This design comes from an exercise in tuning for small area and a short achievable clock period on the open sky130 flow, not from production work.
In this exercise RTL edits were held to simulation tests only and were not proved equivalent to the original.
No activity file was given, so power comes from the tool's default toggle rates.

==> config.mk <==
export PLATFORM = sky130hd
export DESIGN_NAME = sync_fifo
export DESIGN_NICKNAME = sync_fifo
export VERILOG_FILES = /design/flow/design.v
export SDC_FILE = /design/flow/constraint.sdc
export NUM_CORES = 4
export LEC_CHECK = 0
export CAP_MARGIN = 20
export CORE_MARGIN = 2
export CORE_UTILIZATION = 40
export SLEW_MARGIN = 20
==> constraint.sdc <==
create_clock -name core_clock -period 5.0 [get_ports {i_clk}]
set_input_delay 1.0000 -clock core_clock [delete_from_list [all_inputs] [get_ports {i_clk}]]
set_output_delay 1.0000 -clock core_clock [all_outputs]
set_load 0.01 [all_outputs]
==> design.v <==
module sync_fifo #(
  parameter integer ENTRIES      = 20,
  parameter integer ENTRIES_LOG2 = $clog2(ENTRIES), 
  parameter integer DATA_WIDTH   = 64
) (
  input  wire                   i_clk,
  input  wire                   i_rstn,
  input  wire                   i_wren,
  input  wire                   i_rden,
  input  wire [DATA_WIDTH-1:0]  i_data,
  output wire                   o_data_vld,
  output wire [DATA_WIDTH-1:0]  o_data,
  output wire                   o_overflow,
  output wire                   o_underflow
);
reg [DATA_WIDTH-1:0] mem_blk [0:ENTRIES-1];
reg [ENTRIES_LOG2-1:0]                  size;
reg [ENTRIES_LOG2-1:0] wr_ptr;
reg [ENTRIES_LOG2-1:0] rd_ptr;
wire int_overflow;
wire int_underflow;
reg [DATA_WIDTH-1:0] int_o_data;
reg                  int_data_vld;
integer i;
always @(posedge i_clk) begin
  if(!i_rstn) begin
    for (i = 0; i < ENTRIES; i = i + 1)
      mem_blk[i] <= {DATA_WIDTH{1'b0}};
    size                      <= {ENTRIES_LOG2{1'b0}};
    wr_ptr                    <= {ENTRIES_LOG2{1'b0}};
    rd_ptr                    <= {ENTRIES_LOG2{1'b0}};
    int_o_data                <= {DATA_WIDTH{1'b0}};
    int_data_vld              <= 1'b0;
  end else if(~int_overflow & i_wren & ~i_rden) begin
    size <= size + 1'b1;
    mem_blk[wr_ptr] <= i_data;
    wr_ptr <= (wr_ptr + 1'b1) % ENTRIES;
    int_data_vld <= 1'b0;
  end else if(~int_underflow & ~i_wren & i_rden) begin
    size <= size - 1'b1;
    int_o_data <= mem_blk[rd_ptr];
    rd_ptr <= (rd_ptr + 1'b1) % ENTRIES;
    int_data_vld <= 1'b1;
  end else if(i_wren & i_rden & ~|size) begin
    int_o_data <= i_data;
    int_data_vld <= 1'b1;
  end else if(i_wren & i_rden & |size) begin
    mem_blk[wr_ptr] <= i_data;
    int_o_data <= mem_blk[rd_ptr];
    int_data_vld <= 1'b1;
    wr_ptr <= (wr_ptr + 1'b1) % ENTRIES;
    rd_ptr <= (rd_ptr + 1'b1) % ENTRIES;
  end else begin
    int_data_vld <= 1'b0;
  end
end
assign int_overflow  = (rd_ptr == wr_ptr) & |size;
assign int_underflow = (rd_ptr == wr_ptr) & ~|size;
assign o_overflow   = int_overflow;
assign o_underflow  = int_underflow;
assign o_data       = int_o_data;
assign o_data_vld   = int_data_vld;
endmodule
==> run.sh <==
#!/bin/bash
# synth_recipe.tcl (not shown) runs the flow's synth.tcl, then flattens the netlist and writes it again
# the make line also repeats each setting of config.mk as NAME=value (left out here)
make -C /OpenROAD-flow-scripts/flow DESIGN_CONFIG=/design/flow/config.mk WORK_HOME=/design/flow/orfs CLKGATE_MAP_FILE= SYNTH_SCRIPT=/design/flow/synth_recipe.tcl finish
==> results_dict.tcl, run 1 <==
set metrics [dict create \
    status "timing/DRC/antenna clean" \
    gp_congestion 0.729 \
    worst_pin_slew_ns 1.12 \
    path_delay_family "flip-flops" \
    critical_path_buf_inv_count 2 \
    p_sw_mw 13.1 \
    p_sw_share_pct 27.5 \
    dp_hpwl_um 120000 \
    syn-cell-area_mm2 0.0911 \
    async_flop_share_pct 0 \
    die_h_um 481 \
    drtAntennaViolNets 0 \
    power_frac_comb_pct 22.3 \
    placementRows 175 \
    fin_skew_ns 0.0246 \
    die_w_um 481 \
    yosysTopAreaCell "edfxtp_1" \
    p_clk_share_pct 33.2 \
    cts.sinks 2133 \
    clock.fmax_ghz 0.258 \
    critPathMaxStageDelay_ns 0.65 \
    slew_headroom_pct 25.6 \
    htreeDepth 4 \
    post-cts-setup-buffer-count 0 \
    area_delta_synth_final_pct 13.8 \
    cp_max_fo 16 \
    num_vias 46300 \
    syn_area_per_cell_um2 17.1 \
    yosys_warnings 1 \
    endpoint_kind "output pin" \
    grt.overflow.total 0 \
    total_power_mw 47.8 \
    postCtsHoldBufs 0 \
    port_buffers 134 \
    muxShareOfSynthArea_pct 15.1 \
    grt_pass1_vias 48800 \
    cts_buffers 210 \
    syn_nets 5392 \
    finalSetupTns_ns 0 \
    synth_area_leaders "edfxtp_1 68%, mux4_2 13%, and2_1 8.8%" \
    synth_edf_count 2048 \
    grt_antenna_before_repair 3 \
    viasPerCell 5.42 \
    layout_commonest_cell "edfxtp_1" \
    cts_resized 0 \
    synth_cell_types 52 \
    core_area_mm2 0.227 \
    leakagePower_nw 34.6 \
    finalHoldViolCount 0 \
    max-cap-violations 0 \
    synth-compound-area-share_pct 2.41 \
    seqPwrFrac_pct 44.5 \
    min_path_type "flop to flop" \
    start_util_pct 40.1 \
    ys.flop_type "edfxtp_1" \
    crit_arrival_ns 2.88 \
    holdWs_ns 0.475 \
    wl_per_cell_um 25.8 \
    synthXorXnorAreaFrac_pct 0.135 \
    die-area_mm2 0.231 \
    synthSimpleGateAreaFrac_pct 10.7 \
    ys_seq_elements 2133 \
    drc_errors 0 \
    firstDrtPassIters 5 \
    drtIter0Drc 4161 \
    vdd_drop_max_mv 0.341 \
    internal_power_mw 34.6 \
    yosysSeqAreaShare_pct 69.4 \
    dpl_worst_slack_ns 0.792 \
    worstPathRequired_ns 4.00 \
    routed_wl_um 221000 \
    clk_path_buf_depth 3 \
    grt_max_degree 89 \
    cts_tree "yes" \
    most-common-layout-cells "2048 x edfxtp_1, 1280 x and2_1, 512 x mux4_2" \
    rsz0062_at_grt "false" \
    drive_gt1_share_pct 22.0 \
    layout_setup_ws_ns 1.12 \
    pwr_density_cell_mw_per_mm2 461 \
    synth_top_family_by_area "multiplexers" \
    fin_crit_sh_pct 77.6 \
    clk_latency_ns 0.84 \
    worst_path_max_delay_cell "dfxtp_1" \
    clk_pin_slew_worst_paths_ns 0.06 \
    grt_pass1_wl_um 329000 \
    drv_slew 0 \
    post-route-min-period_ns 3.88 \
    track_usage_pct 19.2 \
    nNetsFinal 5433 \
    cp_cell_sequence "xor2_1, nor3_2, nand3_1, inv_1, clkdlybuf4s50_1" \
    reg2reg_setup_slack_ns 1.49 \
    num_io_pins 135 \
    nFillCells 19500 \
    synthAdderAreaFrac_pct 0.201 \
    setup_viol 0 \
    crit_path_start_kind "flop" \
    cts_root_buf "clkbuf_16" \
    synth_top_area_share_pct 67.5 \
    syn-instance-count 5310 \
    criticalPathCategory "flop to output pin" \
]
## cells by family after synthesis
kind of cell / after synthesis
buffers and inverters: 483
multiplexers: 714
adder cells (fa/ha/maj): 14
AO/OA/AOI/OAI: 311
XOR/XNOR: 14
flip-flops: 2133
AND/OR/NAND/NOR: 1641
## layout make-up
type	instances	area (um2)	area share (%)
sequential	2133	63200	61.0
multi-input combinational	2694	26400	25.4
clock buffer	292	5930	5.72
tap	3009	3760	3.63
timing repair buffer	300	3320	3.21
clock inverter	105	968	0.935
inverter	12	45.0	0.0435
antenna	5	12.5	0.0121
## per-layer routing
metal  wire length (um)  GRT usage [%]  up-vias
li1                   -              -    20300
met1              94800           26.2    24400
met2             110000           32.5     1261
met3              11400           2.48      304
met4               4980           5.09        0
met5                  0              0        -
## through the flow
stage / instance area [um2] / util (%) / std cells
after floorplan: 91100 / - / 5310
after global placement: 96800 / 42.7 / 8146
after detailed placement: 96800 / 42.7 / 8146
after CTS: 104000 / 45.7 / 8543
after global routing: 104000 / 45.7 / 8548
final: 104000 / 45.7 / 8550
## synth_stat cells (2+ instances only)
library cell / count
mux4_2: 512
a21o_1: 3
dfxtp_1: 85
buf_2: 80
nor2b_1: 68
mux2i_1: 73
a31oi_1: 6
a211oi_1: 66
nand2_1: 140
ha_1: 13
inv_1: 12
mux2_2: 129
a32o_1: 64
o21ai_0: 90
or3_1: 2
clkbuf_1: 363
nand3b_1: 2
nor2_1: 105
xor2_1: 7
a21oi_1: 4
o22ai_1: 64
nand3_1: 10
buf_1: 26
and2_1: 1281
and3_1: 3
a311oi_1: 2
nor3_1: 6
xnor2_1: 7
nand2b_1: 5
a41oi_1: 2
edfxtp_1: 2048
o211ai_1: 2
nor2_4: 11
## flip-flops by register name (all words and copies together), names as in the netlist, named ones only
register,flops
int_data_vld,1
int_o_data,64
mem_blk,2048
rd_ptr,5
size,5
wr_ptr,5
## power groups by stage
stage | clock network (mW) | registers, mW | logic [mW]
finish | 15.8 | 21.3 | 10.7
global route | 16.8 | 21.4 | 11.5
CTS | 16.2 | 21.3 | 10.9
detailed placement | 0 | 21.7 | 10.9
global placement | 0 | 21.6 | 10.8
floorplan | 0 | 21.3 | 7.27
## worst reg2reg max path, cell delays in order, from the launching register on
cell and delay (ns):
dfxtp_1 0.36, or4_4 0.59, nand2b_4 0.18, a41oi_2 0.33, buf_4 0.24, nand3_1 0.10, buf_4 0.26, nor2_4 0.14
buf_4 0.84, and2_1 0.33
## path summary, 6_finish.rpt
kind / from / endpoint / depth (start not counted)
setup reg to reg: size[1]$_SDFFE_PN0P_ / mem_blk[8][52]$_SDFFCE_PN0P_ / 9
setup / recovery: wr_ptr[4]$_SDFFE_PN0P_ / o_underflow / 5
hold reg to reg: int_o_data[16]$_SDFFE_PN0P_ / int_o_data[16]$_SDFFE_PN0P_ / 1
hold / removal: int_o_data[16]$_SDFFE_PN0P_ / int_o_data[16]$_SDFFE_PN0P_ / 1
==> run 2, diff against run 1 <==
==> design.v (replaced) <==
module sync_fifo #(
  parameter integer ENTRIES      = 20,
  parameter integer ENTRIES_LOG2 = $clog2(ENTRIES),
  parameter integer DATA_WIDTH   = 64
) (
  input  wire                   i_clk,
  input  wire                   i_rstn,
  input  wire                   i_wren,
  input  wire                   i_rden,
  input  wire [DATA_WIDTH-1:0]  i_data,
  output wire                   o_data_vld,
  output wire [DATA_WIDTH-1:0]  o_data,
  output wire                   o_overflow,
  output wire                   o_underflow
);
localparam integer CW = $clog2(ENTRIES + 1);
reg  [DATA_WIDTH-1:0] mem [0:ENTRIES-1];
reg  [ENTRIES-1:0]    wr_oh;
reg  [ENTRIES-1:0]    rd_oh;
reg  [CW-1:0]         cnt;
reg                   full;
reg                   empty;
reg                   hio;
reg                   vld;
reg  [DATA_WIDTH-1:0] dout;
wire pop  = i_rden & (~empty | i_wren);
wire push = i_wren & (~full  | i_rden);
integer k;
always @(posedge i_clk) begin
  for (k = 0; k < ENTRIES; k = k + 1)
    if (wr_oh[k])
      mem[k] <= i_data;
end
reg [DATA_WIDTH-1:0] rdata;
always @(*) begin
  rdata = {DATA_WIDTH{1'b0}};
  for (k = 0; k < ENTRIES; k = k + 1)
    rdata = rdata | (mem[k] & {DATA_WIDTH{rd_oh[k] & ~empty}});
  rdata = rdata | (i_data & {DATA_WIDTH{empty}});
end
always @(posedge i_clk) begin
  if (!hio)
    dout <= rdata;
end
always @(posedge i_clk) begin
  if (!i_rstn) begin
    wr_oh <= {{(ENTRIES-1){1'b0}}, 1'b1};
    rd_oh <= {{(ENTRIES-1){1'b0}}, 1'b1};
    cnt   <= {CW{1'b0}};
    full  <= 1'b0;
    empty <= 1'b1;
    hio   <= 1'b0;
    vld   <= 1'b0;
  end else begin
    if (push) wr_oh <= {wr_oh[ENTRIES-2:0], wr_oh[ENTRIES-1]};
    if (pop)  rd_oh <= {rd_oh[ENTRIES-2:0], rd_oh[ENTRIES-1]};
    if (push & ~pop) begin
      cnt   <= cnt + 1'b1;
      empty <= 1'b0;
      full  <= (cnt == ENTRIES - 1);
    end else if (pop & ~push) begin
      cnt   <= cnt - 1'b1;
      full  <= 1'b0;
      empty <= (cnt == 1);
    end
    hio <= full & ~pop;
    vld <= pop;
  end
end
assign o_data      = dout;
assign o_data_vld  = vld;
assign o_overflow  = full;
assign o_underflow = empty;
endmodule
--- a/config.mk
+++ b/config.mk
@@ -7,5 +7,6 @@
 export LEC_CHECK = 0
 export CAP_MARGIN = 20
 export CORE_MARGIN = 2
-export CORE_UTILIZATION = 40
+export CORE_UTILIZATION = 65
+export SETUP_SLACK_MARGIN = 2.5
 export SLEW_MARGIN = 20
==> run 2 against run 1 <==
Net effect: clock power down 38%; setup slack better by 1.4 ns; synthesized area down 45%; sequential share of layout area up 12 points; non-clock buffer count down 101; flip-flop and latch count down 740; largest cell class unchanged; combinational power down 91%; final cell count down 53%; clock skew up 0.0032 ns.
==> results_dict.tcl, run 2 <==
set metrics [dict create \
    htreeDepth 4 \
    cts_tree "yes" \
    wl_per_cell_um 36.5 \
    nNetsFinal 2919 \
    clock.fmax_ghz 0.398 \
    yosysTopAreaCell "edfxtp_1" \
    num_io_pins 135 \
    reg2reg_depth 6 \
    route.met3.wl_um 18800 \
    highest_layer "met5" \
    firstDrtPassIters 5 \
    placementRows 101 \
    syn-cell-area_mm2 0.0500 \
    min_path_type "flop to flop" \
    pwr_density_cell_mw_per_mm2 421 \
    finalHoldViolCount 0 \
    grt.overflow.total 0 \
    start_util_pct 65.7 \
    port_buffers 134 \
    layout_commonest_cell "edfxtp_1" \
    dpl_worst_slack_ns 1.16 \
    finalSetupTns_ns 0 \
    synth_top_area_share_pct 80.8 \
    die_h_um 281 \
    endpoint_kind "flop" \
    ys.flop_type "edfxtp_1" \
    clk_path_buf_depth 3 \
    status "timing/DRC/antenna clean" \
    core_area_mm2 0.0761 \
    routed_wl_um 145000 \
    reg2reg_setup_slack_ns 2.49 \
    synthTopCellsByCount "1344 x edfxtp_1, 237 x a22o_1, 188 x a221oi_1" \
    max-cap-violations 0 \
    gp_congestion 0.779 \
    yosysMostFrequentCell "edfxtp_1" \
    final_cell_area_mm2 0.0568 \
    rsz0062_at_grt "false" \
    drv_slew 0 \
    most-common-layout-cells "1344 x edfxtp_1, 237 x a22o_1, 188 x a221oi_1" \
    placed_cell_area_mm2 0.0525 \
    worstPathRequired_ns 5.53 \
    grt_pass1_vias 27800 \
    cts_buffers 139 \
    slew_headroom_pct 17.4 \
    grt_antenna_before_repair 5 \
    drive_gt1_share_pct 10.4 \
    layout_setup_ws_ns 2.49 \
    ys_seq_elements 1393 \
    criticalPathCategory "flop to flop" \
    leakagePower_nw 17.9 \
    syn_nets 2750 \
    crit_arrival_ns 3.04 \
    clk_pin_slew_worst_paths_ns 0.06 \
    num_vias 29000 \
    synth_area_leaders "edfxtp_1 81%, a22o_1 4.2%, a221oi_1 3.3%" \
    fin_crit_sh_pct 50.2 \
    clk_latency_ns 0.73 \
    die_w_um 281 \
    syn_area_per_cell_um2 18.7 \
    largestRegisters "mem (1280), dout (64)" \
    worst_pin_slew_ns 1.24 \
    synth_edf_count 1344 \
    yosys_warnings 2 \
    die-area_mm2 0.0791 \
    drtIter0Drc 4464 \
    vdd_drop_max_mv 0.384 \
    yosysSeqAreaShare_pct 82.7 \
    hold_path_depth 1 \
    post-route-min-period_ns 2.51 \
    syn-instance-count 2678 \
    cts.sinks 1393 \
    drtAntennaViolNets 0 \
    dp_hpwl_um 66400 \
    wl_met2_um 69400 \
    grt_pass1_wl_um 203000 \
    crit_path_start_kind "flop" \
    grt_max_degree 54 \
    top_register "mem" \
    setup_viol 0 \
    wl_met1_um 53200 \
    cp_max_fo 37 \
    viasPerCell 7.29 \
    synth_cell_types 39 \
    async_flop_share_pct 0 \
    drc_errors 0 \
    fin_skew_ns 0.0277 \
    area_delta_synth_final_pct 13.6 \
    cts_root_buf "clkbuf_16" \
    largest_reg_flops 1280 \
    track_usage_pct 37.3 \
]
-- run 2: cell count changes in the layout (fill, tap and decap cells not counted), moves of 111 or more --
| cell | before | now |
|---|---|---|
| mux2_2 | 129 | 0 |
| a22o_1 | 0 | 237 |
| a221oi_1 | 0 | 188 |
| mux4_2 | 512 | 0 |
| a22oi_1 | 1 | 136 |
| edfxtp_1 | 2048 | 1344 |
| and2_1 | 1280 | 6 |
| a21oi_1 | 3 | 114 |
-- run 2: cell type report --
class                   count  area (um2)
flip-flops and latches   1393       41500
fillers                  4480       19300
multi-input cells        1107        7920
clock buffers             186        3780
repair buffers            199        1830
well taps                1030        1290
clock inverters            62         448
inverters                   7        28.8
diodes                      1        2.50
-- run 2: report_power, final --
| group | total, mW | leakage (nW) | internal [mW] | switching [mW] |
|---|---|---|---|---|
| combinational | 0.967 | 3.13 | 0.381 | 0.587 |
| sequential | 13.2 | 12.7 | 13.0 | 0.187 |
| clock | 9.76 | 2.07 | 5.57 | 4.20 |
-- run 2: cell families (layout without fill, tap and decap cells) --
kind of cell / after synthesis / after routing / synth area share [%]
simple gates: 292 / 292 / 2.83
other cells: 0 / 1 / 0
xor+xnor: 4 / 4 / 0.0701
compound gates: 804 / 806 / 12.7
buf+inv: 180 / 454 / 1.57
mux: 1 / 1 / 0.0200
fa+ha+maj: 4 / 4 / 0.100
flops: 1393 / 1393 / 82.7
-- run 2: worst max-delay path: stages (launching register included) --
cell and delay [ns]:
dfxtp_4 0.36, buf_4 0.18, clkinv_2 0.10, buf_4 0.50, buf_4 0.74, nor2_1 0.11
a21oi_1 0.27
-- run 2: stage by stage --
stage	hold WS [ns]	util, %	power [mW]	instances
final	0.575	74.6	23.9	3985
after global routing	0.591	74.6	24.5	3985
after CTS	0.574	74.6	24.0	3981
after detailed placement	0.560	69.0	14.4	3725
after global placement	0.535	69.0	14.4	3725
after floorplan	0.506	-	13.8	2678
-- run 2: layer usage --
metal  up-vias  GRT usage (%)
li1      11600              -
met5         -              0
met1     15000           53.4
met3       300           8.09
met2      2205           58.9
met4         8           10.8
-- run 2: worst paths after layout --
path,startpoint,endpoint
max reg2reg,empty$_SDFFE_PN1P_,dout[18]$_DFFE_PN_
min,full$_SDFFE_PN0P_,hio$_SDFF_PN0_
min reg2reg,full$_SDFFE_PN0P_,hio$_SDFF_PN0_
max,empty$_SDFFE_PN1P_,dout[18]$_DFFE_PN_
-- run 2: what timing repair did --
item | in CTS | in global routing
resized for setup | 88 | 3
cloned | 2 | 0
pin swaps | 1 | 0
hold buffers | 0 | 0
buffers inserted | 6 | 3
setup endpoints to repair | 112 | 8
==> run 3, diff against run 2 <==
--- a/config.mk
+++ b/config.mk
@@ -8,5 +8,5 @@
 export CAP_MARGIN = 20
 export CORE_MARGIN = 2
 export CORE_UTILIZATION = 65
-export SETUP_SLACK_MARGIN = 2.5
+export CTS_BUF_LIST = sky130_fd_sc_hd__clkbuf_4 sky130_fd_sc_hd__clkbuf_8
 export SLEW_MARGIN = 20
==> run 3 against run 2 <==
Net effect: worst hold slack got worse by 0.023 ns; critical path depth decreased by 4; combinational power increased by 0.9%; synthesized cell count unchanged; global-route usage is 0.21 points lower; die area did not move; still clean on timing, DRC and antenna; count of clock-buffer cells in the layout grew 106; non-clock buffer count shrank 7; first-iteration DRC count down 1.8%; cell area down 0.59%; routed wire length is 0.24% lower.
==> results_dict.tcl, run 3 <==
set metrics [dict create \
    num_vias 29200 \
    ys_seq_elements 1393 \
    finalHoldViolCount 0 \
    cts_tree "yes" \
    worstReg2RegStart "empty$_SDFFE_PN1P_" \
    hold_end "hio$_SDFF_PN0_" \
    wl_per_cell_um 35.4 \
    area_delta_synth_final_pct 13.0 \
    max-cap-violations 0 \
    post-cts-setup-buffer-count 0 \
    cts.sinks 1393 \
    syn-instance-count 2678 \
    placementRows 101 \
    cts_resized 0 \
    multi_input_area_mm2 0.00787 \
    endpoint_kind "output pin" \
    dp_hpwl_um 66800 \
    largest_reg_flops 1280 \
    cts_buffers 206 \
    core_area_mm2 0.0761 \
    yosysTopAreaCell "edfxtp_1" \
    rsz0062_at_grt "false" \
    finalSetupTns_ns 0 \
    grt.overflow.total 0 \
    synthTopCellsByCount "1344 x edfxtp_1, 237 x a22o_1, 188 x a221oi_1" \
    yosysMostFrequentCell "edfxtp_1" \
    postCtsHoldBufs 0 \
    firstDrtPassIters 7 \
    synth_area_leaders "edfxtp_1 81%, a22o_1 4.2%, a221oi_1 3.3%" \
    clk_latency_ns 0.87 \
    syn-cell-area_mm2 0.0500 \
    worstPathRequired_ns 4.00 \
    nFillCells 4588 \
    die_w_um 281 \
    htreeDepth 4 \
    synth_edf_count 1344 \
    ys.flop_type "edfxtp_1" \
    drtIter0Drc 4383 \
    slew_headroom_pct 19.2 \
    routed_wl_um 145000 \
    hold_path_depth 1 \
    grt_pass1_vias 28500 \
    status "timing/DRC/antenna clean" \
    crit_arrival_ns 2.79 \
    syn_nets 2750 \
    post-route-min-period_ns 3.79 \
    num_io_pins 135 \
    reg2reg_depth 9 \
    largestRegisters "mem (1280), dout (64)" \
    cp_max_fo 26 \
    setup_viol 0 \
    dpl_worst_slack_ns 1.32 \
    fin_skew_ns 0.0249 \
    crit_path_start_kind "flop" \
    async_flop_share_pct 0 \
    clk_path_buf_depth 3 \
    seq_area_mm2 0.0415 \
    most-common-layout-cells "1344 x edfxtp_1, 237 x a22o_1, 211 x clkbuf_8" \
    clock.fmax_ghz 0.264 \
    yosysSeqAreaShare_pct 82.7 \
    synth_cell_types 39 \
    synth_top_area_share_pct 80.8 \
    grt_max_degree 52 \
    layout_setup_ws_ns 1.21 \
    die-area_mm2 0.0791 \
    leakagePower_nw 17.8 \
    pwr_density_cell_mw_per_mm2 407 \
    track_usage_pct 37.1 \
    drv_slew 0 \
    cts_root_buf "clkbuf_8" \
    worst_pin_slew_ns 1.21 \
    r2r-end "cnt[4]$_SDFFE_PN0P_" \
    nNetsFinal 2977 \
    reg2reg_setup_slack_ns 1.50 \
    final_cell_count_no_fill 4104 \
    die_h_um 281 \
    criticalPathCategory "flop to output pin" \
    vdd_drop_max_mv 0.316 \
    syn_area_per_cell_um2 18.7 \
    dp_cells 3725 \
    drc_errors 0 \
    grt_pass1_wl_um 202000 \
    drtAntennaViolNets 0 \
    layout_commonest_cell "edfxtp_1" \
    start_util_pct 65.7 \
    yosys_warnings 2 \
    drive_gt1_share_pct 14.0 \
    fin_crit_sh_pct 75.7 \
    min_path_type "flop to flop" \
    viasPerCell 7.11 \
    grt_antenna_before_repair 6 \
    hold_start "full$_SDFFE_PN0P_" \
    top_register "mem" \
    gp_congestion 0.772 \
    clk_pin_slew_worst_paths_ns 0.06 \
    port_buffers 134 \
]
==> run 3: worst max path at each step <==
stage                     cells after the start                  end               start  slack (ns)
after floorplan                               9  cnt[4]$_SDFFE_PN0P_              i_rden        2.20
after CTS                                     2          o_underflow  empty$_SDFFE_PN1P_        1.18
after global placement                        9  cnt[4]$_SDFFE_PN0P_              i_rden        1.37
after detailed placement                      9  cnt[4]$_SDFFE_PN0P_              i_rden        1.32
after global routing                          2          o_underflow  empty$_SDFFE_PN1P_        1.20
final                                         2          o_underflow  empty$_SDFFE_PN1P_        1.21
==> run 3: critical path, cell delays in order (launching register included) <==
cell and delay (ns):
dfxtp_4 0.71, buf_4 0.52, clkdlybuf4s50_1 0.64
==> run 3: area by class of cell <==
type	count	area share (%)
Tap cell	1030	2.28
Multi-Input combinational cell	1105	13.9
Timing Repair Buffer	192	3.21
Sequential cell	1393	73.5
Antenna cell	2	0.00887
Clock buffer	292	6.22
Inverter	7	0.0510
Clock inverter	83	0.807
==> run 3: metal layers <==
metal | track usage, % | wire [um] | up-vias
met5 | 0 | 51 | -
met4 | 12.1 | 4340 | 8
met3 | 7.81 | 18800 | 298
met2 | 58.4 | 68500 | 2216
met1 | 52.9 | 53400 | 14900
li1 | - | - | 11700
==> run 3: logic make-up after synthesis <==
family / after synthesis / share of synthesized area, %
XOR/XNOR: 4 / 0.0701
multiplexers: 1 / 0.0200
AND/OR/NAND/NOR: 292 / 2.83
buffers and inverters: 180 / 1.57
flip-flops: 1393 / 82.7
adder cells (fa/ha/maj): 4 / 0.100
AO/OA/AOI/OAI: 804 / 12.7
==> run 3: where the power goes <==
part	internal, mW	switching (mW)
registers	13.0	0.205
logic	0.421	0.555
clock network	4.59	4.20
==> run 3: stage by stage <==
| stage | hold slack [ns] | total power [mW] | utilization [%] | instance area (um2) |
|---|---|---|---|---|
| CTS | 0.548 | 23.0 | 74.1 | 56400 |
| finish | 0.552 | 23.0 | 74.2 | 56400 |
| global route | 0.565 | 23.6 | 74.2 | 56400 |
| floorplan | 0.506 | 13.8 | - | 50000 |
| global placement | 0.532 | 14.4 | 68.9 | 52400 |
| detailed placement | 0.541 | 14.4 | 68.9 | 52400 |
==> run 4, diff against run 3 <==
--- a/config.mk
+++ b/config.mk
@@ -7,6 +7,5 @@
 export LEC_CHECK = 0
 export CAP_MARGIN = 20
 export CORE_MARGIN = 2
-export CORE_UTILIZATION = 65
-export CTS_BUF_LIST = sky130_fd_sc_hd__clkbuf_4 sky130_fd_sc_hd__clkbuf_8
+export CORE_UTILIZATION = 40
 export SLEW_MARGIN = 20
==> run 4 against run 3 <==
Net effect: clock skew is 0.0029 ns higher; power up 6.1%; cell area increased by 2.3%; clock power up 16%; synthesized cell count unchanged; setup slack improved by 0.58 ns; count of clock-buffer cells in the layout fell by 110; via count down 1.2%; global-route usage is 13 points lower; synthesized area is the same; sequential share of layout area shrank 1.6 points; non-clock buffer count increased by 7.
==> results_dict.tcl, run 4 <==
set metrics [dict create \
    drv_slew 0 \
    firstDrtPassIters 5 \
    nNetsFinal 2918 \
    syn_nets 2750 \
    die_w_um 357 \
    cts_tree "yes" \
    grt_pass1_wl_um 213000 \
    htreeDepth 4 \
    ys_seq_elements 1393 \
    post-cts-setup-buffer-count 0 \
    cp_max_fo 32 \
    synthTopCellsByCount "1344 x edfxtp_1, 237 x a22o_1, 188 x a221oi_1" \
    worst_path_max_delay_cell "dfxtp_4" \
    criticalPathCategory "flop to output pin" \
    grt.overflow.total 0 \
    finalHoldViolCount 0 \
    pwr_density_cell_mw_per_mm2 422 \
    placementRows 129 \
    die-area_mm2 0.128 \
    fin_skew_ns 0.0279 \
    viasPerCell 6.27 \
    num_io_pins 135 \
    cts.sinks 1393 \
    min_path_type "flop to flop" \
    synth_top_area_share_pct 80.8 \
    area_delta_synth_final_pct 15.6 \
    status "timing/DRC/antenna clean" \
    max-cap-violations 0 \
    cts_root_buf "clkbuf_16" \
    grt_antenna_before_repair 12 \
    drc_errors 0 \
    critPathMaxStageDelay_ns 0.80 \
    cp_cell_sequence "clkdlybuf4s50_1" \
    postCtsHoldBufs 0 \
    synth_edf_count 1344 \
    leakagePower_nw 17.9 \
    wl_per_cell_um 33.5 \
    syn_area_per_cell_um2 18.7 \
    clock.fmax_ghz 0.312 \
    rsz0062_at_grt "false" \
    post-route-min-period_ns 3.21 \
    fin_crit_sh_pct 64.1 \
    yosysMostFrequentCell "edfxtp_1" \
    syn-cell-area_mm2 0.0500 \
    most-common-layout-cells "1344 x edfxtp_1, 237 x a22o_1, 188 x a221oi_1" \
    top_register "mem" \
    async_flop_share_pct 0 \
    drtIter0Drc 4476 \
    slew_headroom_pct 17.8 \
    die_h_um 357 \
    gp_congestion 0.773 \
    clk_latency_ns 0.74 \
    drtAntennaViolNets 0 \
    vdd_drop_max_mv 0.335 \
    num_vias 28800 \
    yosys_warnings 2 \
    critical_path_buf_inv_count 1 \
    synth_cell_types 39 \
    layout_setup_ws_ns 1.79 \
    synth_area_leaders "edfxtp_1 81%, a22o_1 4.2%, a221oi_1 3.3%" \
    grt_max_degree 65 \
    largestRegisters "mem (1280), dout (64)" \
    start_util_pct 40.4 \
    worst_pin_slew_ns 1.23 \
    layout_commonest_cell "edfxtp_1" \
    yosysSeqAreaShare_pct 82.7 \
    finalSetupTns_ns 0 \
    endpoint_kind "output pin" \
    largest_reg_flops 1280 \
    cts_resized 0 \
    worstPathRequired_ns 4.00 \
    cts_buffers 140 \
    track_usage_pct 23.9 \
    setup_viol 0 \
    dpl_worst_slack_ns 1.45 \
    port_buffers 134 \
    core_area_mm2 0.124 \
    crit_arrival_ns 2.21 \
    grt_pass1_vias 28400 \
    clk_path_buf_depth 3 \
    ys.flop_type "edfxtp_1" \
    routed_wl_um 154000 \
    yosysTopAreaCell "edfxtp_1" \
    dp_hpwl_um 75200 \
    path_delay_family "flip-flops" \
    nFillCells 10200 \
    clk_pin_slew_worst_paths_ns 0.06 \
    drive_gt1_share_pct 10.3 \
    syn-instance-count 2678 \
    crit_path_start_kind "flop" \
]
[run 4: cells by family after synthesis]
family	after synthesis	share of synthesized area, %
AND/OR/NAND/NOR	292	2.83
AO/OA/AOI/OAI	804	12.7
flip-flops	1393	82.7
XOR/XNOR	4	0.0701
multiplexers	1	0.0200
adder cells (fa/ha/maj)	4	0.100
buffers and inverters	180	1.57
[run 4: cell type report]
cell class / instances / area, um2 / share of cell area [%]
diodes: 4 / 10.0 / 0.0173
clock buffers: 182 / 3840 / 6.65
clock inverters: 72 / 607 / 1.05
inverters: 7 / 30.0 / 0.0520
multi-input cells: 1105 / 7870 / 13.6
flip-flops and latches: 1393 / 41500 / 71.8
well taps: 1637 / 2050 / 3.55
repair buffers: 199 / 1850 / 3.21
[run 4: final timing paths]
kind	startpoint	end	slack [ns]	depth (start not counted)
worst max register to register	empty$_SDFFE_PN1P_	cnt[3]$_SDFFE_PN0P_	2.15	9
worst min register to register	full$_SDFFE_PN0P_	hio$_SDFF_PN0_	0.54	1
worst min-delay path	full$_SDFFE_PN0P_	hio$_SDFF_PN0_	0.54	1
worst max-delay path	empty$_SDFFE_PN1P_	o_underflow	1.79	1
[run 4: metal layers]
metal,track usage [%],wire length (um)
met1,32.4,58700
met2,37.9,72700
met3,5.73,17700
met4,7.85,4690
met5,0,148
[run 4: where the power goes]
part	internal (mW)	switching, mW
combinational	0.426	0.573
clock	5.88	4.29
sequential	13.0	0.216
total	19.3	5.08
[run 4: metrics by stage]
step	total power, mW	instances	cell area, um2	util [%]	hold WS [ns]
2_1_floorplan	13.8	2678	50000	-	0.506
3_3_place_gp	14.4	4341	53300	43.0	0.528
3_5_place_dp	14.5	4341	53300	43.0	0.530
4_1_cts	24.5	4595	57700	46.6	0.538
5_1_grt	25.0	4597	57700	46.6	0.566
6_report	24.4	4599	57700	46.6	0.538

==> what the ideal ports hide <==
How much do the figures lean on ideal ports? The routed layouts below were timed once more, with nothing changed but the port constraints. Step 1: set_driving_cell puts a clkbuf_16 on i_clk and a buf_2 on each other input, an assumption about the parent block. Step 2 times the ports against the registers' clock, not the clock port: input delays grow and output delays shrink by t, the midpoint of the rising clock arrivals with the driver on. Three values: ideal ports, drivers, drivers and shift; two values: the first two.
run	t, ns	slack for setup (ns)	hold WS [ns]	worst setup path after step 2
run 1	0.928	1.118 / 1.022 / 0.738	0.475 / 0.469 / 0.475	input to register
run 2	0.790	2.488 / 2.444 / 1.809	0.575 / 0.575 / 0.575	input to register
run 3	0.925	1.214 / 1.144 / 1.289	0.552 / 0.552 / 0.552	input to register
run 4	0.796	1.793 / 1.724 / 1.399	0.538 / 0.538 / 0.538	input to register
After both steps setup and hold are still met in every run listed. The setup slack of run 2, which loses most, moves by -0.044 ns with the drivers and by -0.679 ns with both steps.
